From an optimization exercise on the open Yosys and OpenROAD flow, aimed at small area and a short achievable clock period; shortcuts taken in it are not production practice. The RTL was checked by simulation tests, not by an equivalence proof against the original design. Power and IR drop assume default switching activity.

==> flow/design.v (excerpt) <==
module lr_memories(
    input        clk,
    input  [7:0] in_data,
    input  [5:0] in_addr,
    input        in_wr,
    output [7:0] in_q,
    input  [7:0] out_data,
    input  [3:0] out_addr,
    input        out_wr,
    output [7:0] out_q,
    input  [7:0] w_data,
    input  [3:0] w_addr,
    input        w_wr,
    output [7:0] w_q
);
  memory_in u_in (
    .data(in_data), .addr(in_addr), .wr(in_wr), .clk(clk), .out(in_q)
  );
  memory_out u_out (
    .data(out_data), .addr(out_addr), .wr(out_wr), .clk(clk), .out(out_q)
  );
  memory_weight u_w (
    .data(w_data), .addr(w_addr), .wr(w_wr), .clk(clk), .out(w_q)
  );
endmodule
For scale: roughly 790 flip-flops, ~66 I/O pins, roughly 29,000 um2 of cells after synthesis.
==> flow/config.mk <==
export PLATFORM = sky130hd
export DESIGN_NAME = lr_memories
export DESIGN_NICKNAME = lr_memories
export VERILOG_FILES = /design/flow/design.v
export SDC_FILE = /design/flow/constraint.sdc
export NUM_CORES = 4
export LEC_CHECK = 0
export CAP_MARGIN = 20
export CORE_MARGIN = 2
export CORE_UTILIZATION = 60
export CTS_CLUSTER_DIAMETER = 60
export CTS_CLUSTER_SIZE = 30
export PLACE_DENSITY = 0.7
export SETUP_SLACK_MARGIN = 3.0
export SLEW_MARGIN = 20
export SYNTH_HIERARCHICAL = 1
export SYNTH_MINIMUM_KEEP_SIZE = 0
export TNS_END_PERCENT = 0
==> flow/constraint.sdc <==
create_clock -name core_clock -period 5.0 [get_ports {clk}]
set_input_delay 1.0000 -clock core_clock [delete_from_list [all_inputs] [get_ports {clk}]]
set_output_delay 1.0000 -clock core_clock [all_outputs]
set_load 0.01 [all_outputs]
standard.sh (not shown) runs the stock make flow with config.mk's settings and CLKGATE_MAP_FILE= SYNTH_SCRIPT=/design/flow/synth_recipe.tcl, a recipe that flattens the netlist after the stock synthesis.
==> flow/flow/run.sh <==
#!/bin/bash
# Layout flow: the standard ORFS flow (standard.sh), synthesis unchanged,
# with these changes to the later steps:
#  - the port buffers are plain buffers, not the delay cells buffer_ports
#    otherwise picks;
#  - clock tree synthesis without dummy loads and with larger sink clusters;
#  - slow low-power inverters and delay cells are kept out of the layout
#    steps (the platform's own don't-use list plus these);
#  - the address decoder and read-tree gates start at drive strengths that
#    fit their fanout (flow/presize.tcl, after floorplanning).
# Each step's full log stays under orfs/logs; make's own output goes to
# flow_synth.log and flow_layout.log here.
set -euo pipefail
here=$(pwd)

bash standard.sh synth > "$here/flow_synth.log" 2>&1

cts_args="-sink_clustering_enable -repair_clock_nets -dont_use_dummy_load"
cts_args="$cts_args -sink_clustering_size 30 -sink_clustering_max_diameter 60"

platform_dont_use=$(make -s -C "$FLOW_HOME" -f - print <<'MK'
include platforms/sky130hd/config.mk
print:
	@echo $(DONT_USE_CELLS)
MK
)
dont_use="$platform_dont_use sky130_fd_sc_hd__clkinvlp_* sky130_fd_sc_hd__dlygate4sd*"
dont_use="$dont_use sky130_fd_sc_hd__clkdlybuf4s* sky130_fd_sc_hd__dlymetal6s*"

bash standard.sh \
  DONT_USE_CELLS="$dont_use" \
  BUFFER_PORTS_ARGS="-buffer_cell sky130_fd_sc_hd__buf_4" \
  CTS_ARGS="$cts_args" \
  POST_FLOORPLAN_TCL="$here/flow/presize.tcl" \
  finish > "$here/flow_layout.log" 2>&1
==> flow/flow/presize.tcl <==
# Starting drive strengths for the decoder and read-tree gates of mem_core,
# set after floorplanning so that placement and timing repair start from
# gates that can drive their known fanout. Each gate is found by the name of
# the net it drives and keeps its function; only the drive strength changes.
set presize_rules {
  {*.g_lit\[*\].u_inv.y}   4
  {*.addr_n\[*\]}          4
  {*.u_wr_n.y}             4
  {*.u_pd.y}               4
  {*.u_wl.y}               2
  {*.u_we.y}               2
  {*.u_r.y}                2
  {*.u_r3.y}               2
  {u_in.*.g64.u_q.y}       2
}
set presize_count 0
set presize_db [ord::get_db]
foreach net [[ord::get_db_block] getNets] {
  set name [$net getName]
  set size ""
  foreach {pattern strength} $presize_rules {
    if {[string match $pattern $name]} { set size $strength; break }
  }
  if {$size eq ""} { continue }
  foreach iterm [$net getITerms] {
    if {![$iterm isOutputSignal]} { continue }
    set inst [$iterm getInst]
    set master [[$inst getMaster] getName]
    if {![regexp {^(.*_)[0-9]+$} $master -> stem]} { continue }
    set target [$presize_db findMaster "${stem}${size}"]
    if {$target eq "NULL" || [$target getName] eq $master} { continue }
    replace_cell [$inst getName] [$target getName]
    incr presize_count
  }
}
puts "presize: resized $presize_count gates"
The first run ran to the end with no violations.
Then changed:
==> flow/flow/run.sh (replaced) <==
#!/bin/bash
# Layout flow: the standard ORFS flow (standard.sh), synthesis unchanged,
# with these changes to the later steps:
#  - the port buffers are plain buffers, not the delay cells buffer_ports
#    otherwise picks;
#  - clock tree synthesis without dummy loads and with larger sink clusters.
# Each step's full log stays under orfs/logs; make's own output goes to
# flow_synth.log and flow_layout.log here.
set -euo pipefail
here=$(pwd)

bash standard.sh synth > "$here/flow_synth.log" 2>&1

cts_args="-sink_clustering_enable -repair_clock_nets -dont_use_dummy_load"
cts_args="$cts_args -sink_clustering_size 30 -sink_clustering_max_diameter 60"

bash standard.sh \
  BUFFER_PORTS_ARGS="-buffer_cell sky130_fd_sc_hd__buf_4" \
  CTS_ARGS="$cts_args" \
  finish > "$here/flow_layout.log" 2>&1
TNS_END_PERCENT = 20   (was 0)
removed: flow/flow/presize.tcl
=>
- cell count rises slightly
- global-route usage falls by 0.91 points
- core utilization falls by 0.36 points
Then changed:
TNS_END_PERCENT = 5   (was 20)
- power increases by 0.34%
- clock-buffer cell count climbs by 1
- wire length drops by 3.0%
- via count shrinks by 1.7%
- sequential power stays flat
- final cell count barely changes
- fmax is lower by 16%
- die area is unchanged
- utilization went down by 0.65 points
- sequential share of layout area climbs by 0.68 points
Then changed:
--- a/flow/flow/run.sh
+++ b/flow/flow/run.sh
@@ -4,5 +4,7 @@
 #  - the port buffers are plain buffers, not the delay cells buffer_ports
 #    otherwise picks;
-#  - clock tree synthesis without dummy loads and with larger sink clusters.
+#  - clock tree synthesis without dummy loads and with larger sink clusters;
+#  - the address decoder and read-tree gates start at drive strengths that
+#    fit their fanout (flow/presize.tcl, after floorplanning).
 # Each step's full log stays under orfs/logs; make's own output goes to
 # flow_synth.log and flow_layout.log here.
@@ -18,3 +20,4 @@
   BUFFER_PORTS_ARGS="-buffer_cell sky130_fd_sc_hd__buf_4" \
   CTS_ARGS="$cts_args" \
+  POST_FLOORPLAN_TCL="$here/flow/presize.tcl" \
   finish > "$here/flow_layout.log" 2>&1
==> flow/flow/presize.tcl (new file) <==
# Starting drive strengths for the decoder and read-tree gates of mem_core,
# set after floorplanning so that placement and timing repair start from
# gates that can drive their known fanout. Each gate is found by the name of
# the net it drives and keeps its function; only the drive strength changes.
set presize_rules {
  {*.g_lit\[*\].u_inv.y}   4
  {*.addr_n\[*\]}          4
  {*.u_wr_n.y}             4
  {*.u_pd.y}               4
  {*.u_wl.y}               2
  {*.u_we.y}               2
  {*.u_r.y}                2
  {*.u_r3.y}               2
}
set presize_count 0
set presize_db [ord::get_db]
foreach net [[ord::get_db_block] getNets] {
  set name [$net getName]
  set size ""
  foreach {pattern strength} $presize_rules {
    if {[string match $pattern $name]} { set size $strength; break }
  }
  if {$size eq ""} { continue }
  foreach iterm [$net getITerms] {
    if {![$iterm isOutputSignal]} { continue }
    set inst [$iterm getInst]
    set master [[$inst getMaster] getName]
    if {![regexp {^(.*_)[0-9]+$} $master -> stem]} { continue }
    set target [$presize_db findMaster "${stem}${size}"]
    if {$target eq "NULL" || [$target getName] eq $master} { continue }
    replace_cell [$inst getName] [$target getName]
    incr presize_count
  }
}
puts "presize: resized $presize_count gates"
TNS_END_PERCENT = 0   (was 5)
Power stays flat. Setup slack improved by 620 ps. Critical path depth goes up by 5.
Then changed:
--- a/flow/flow/run.sh
+++ b/flow/flow/run.sh
@@ -4,7 +4,5 @@
 #  - the port buffers are plain buffers, not the delay cells buffer_ports
 #    otherwise picks;
-#  - clock tree synthesis without dummy loads and with larger sink clusters;
-#  - the address decoder and read-tree gates start at drive strengths that
-#    fit their fanout (flow/presize.tcl, after floorplanning).
+#  - clock tree synthesis without dummy loads and with larger sink clusters.
 # Each step's full log stays under orfs/logs; make's own output goes to
 # flow_synth.log and flow_layout.log here.
@@ -20,4 +18,3 @@
   BUFFER_PORTS_ARGS="-buffer_cell sky130_fd_sc_hd__buf_4" \
   CTS_ARGS="$cts_args" \
-  POST_FLOORPLAN_TCL="$here/flow/presize.tcl" \
   finish > "$here/flow_layout.log" 2>&1
removed: flow/flow/presize.tcl
After rerunning:
- die area does not change
- maximum frequency came out lower by 5.4%
- combinational power decreases by about 10%
- utilization came out lower by 1.3 points
- power went down by about 0.6%
- non-clock buffer count increases by 13
- via count climbs by 1.1%
Then changed:
--- a/flow/flow/run.sh
+++ b/flow/flow/run.sh
@@ -4,5 +4,7 @@
 #  - the port buffers are plain buffers, not the delay cells buffer_ports
 #    otherwise picks;
-#  - clock tree synthesis without dummy loads and with larger sink clusters.
+#  - clock tree synthesis without dummy loads and with larger sink clusters;
+#  - the address decoder and read-tree gates start at drive strengths that
+#    fit their fanout (flow/presize.tcl, after floorplanning).
 # Each step's full log stays under orfs/logs; make's own output goes to
 # flow_synth.log and flow_layout.log here.
@@ -18,3 +20,4 @@
   BUFFER_PORTS_ARGS="-buffer_cell sky130_fd_sc_hd__buf_4" \
   CTS_ARGS="$cts_args" \
+  POST_FLOORPLAN_TCL="$here/flow/presize.tcl" \
   finish > "$here/flow_layout.log" 2>&1
==> flow/flow/presize.tcl (new file) <==
# Starting drive strengths for the decoder and read-tree gates of mem_core,
# set after floorplanning so that placement and timing repair start from
# gates that can drive their known fanout. Each gate is found by the name of
# the net it drives and keeps its function; only the drive strength changes.
set presize_rules {
  {*.g_lit\[*\].u_inv.y}   4
  {*.addr_n\[*\]}          4
  {*.u_wr_n.y}             4
  {*.u_pd.y}               4
  {*.u_wl.y}               2
  {*.u_we.y}               2
  {*.u_r.y}                2
  {*.u_r3.y}               2
}
set presize_count 0
set presize_db [ord::get_db]
foreach net [[ord::get_db_block] getNets] {
  set name [$net getName]
  set size ""
  foreach {pattern strength} $presize_rules {
    if {[string match $pattern $name]} { set size $strength; break }
  }
  if {$size eq ""} { continue }
  foreach iterm [$net getITerms] {
    if {![$iterm isOutputSignal]} { continue }
    set inst [$iterm getInst]
    set master [[$inst getMaster] getName]
    if {![regexp {^(.*_)[0-9]+$} $master -> stem]} { continue }
    set target [$presize_db findMaster "${stem}${size}"]
    if {$target eq "NULL" || [$target getName] eq $master} { continue }
    replace_cell [$inst getName] [$target getName]
    incr presize_count
  }
}
puts "presize: resized $presize_count gates"
TNS_END_PERCENT = 20   (was 0)
=>
- The changed run passed the timing, DRC and antenna checks
- clock-buffer cell count rose by 3
- wire length rose by 6.3%
- utilization rose by 3.6 points
- clock skew fell by 8.1 ps

[afterwards: timing with drivers on the ports]
How much do the figures lean on ideal ports? The routed layouts below were timed once more, with nothing changed but the port constraints. Step 1: set_driving_cell puts a clkbuf_16 on clk and a buf_2 on each other input, an assumption about the parent block. Step 2, shift: input delay + t, output delay - t, t = (earliest + latest rising clock arrival at the registers) / 2. This alone moves slack from input paths to output paths. Slacks: ideal ports / drivers / drivers and shift; pairs: ideal ports / drivers.
| run | t, ns | setup WS [ns] | worst hold slack (ns) | worst setup path at the end | worst slew at a driven data input, ns |
|---|---|---|---|---|---|
| the first run | 0.636 | 2.862 / 2.860 / 2.224 | 0.604 / 0.604 / 0.604 | input to register | 0.08 |
| the second run | 0.636 | 2.648 / 2.648 / 2.012 | 0.584 / 0.584 / 0.584 | input to register | 0.07 |
| the third run | 0.639 | 2.190 / 2.211 / 1.572 | 0.580 / 0.580 / 0.580 | input to register | 0.06 |
| the fourth run | 0.647 | 2.812 / 2.769 / 2.123 | 0.586 / 0.586 / 0.586 | input to register | 0.11 |
| the fifth run | 0.629 | 2.687 / 2.644 / 2.015 | 0.559 / 0.559 / 0.559 | input to register | 0.13 |
| the sixth run | 0.648 | 2.850 / 2.809 / 2.161 | 0.574 / 0.574 / 0.574 | input to register | 0.10 |
After both steps setup and hold are still met in every run listed.
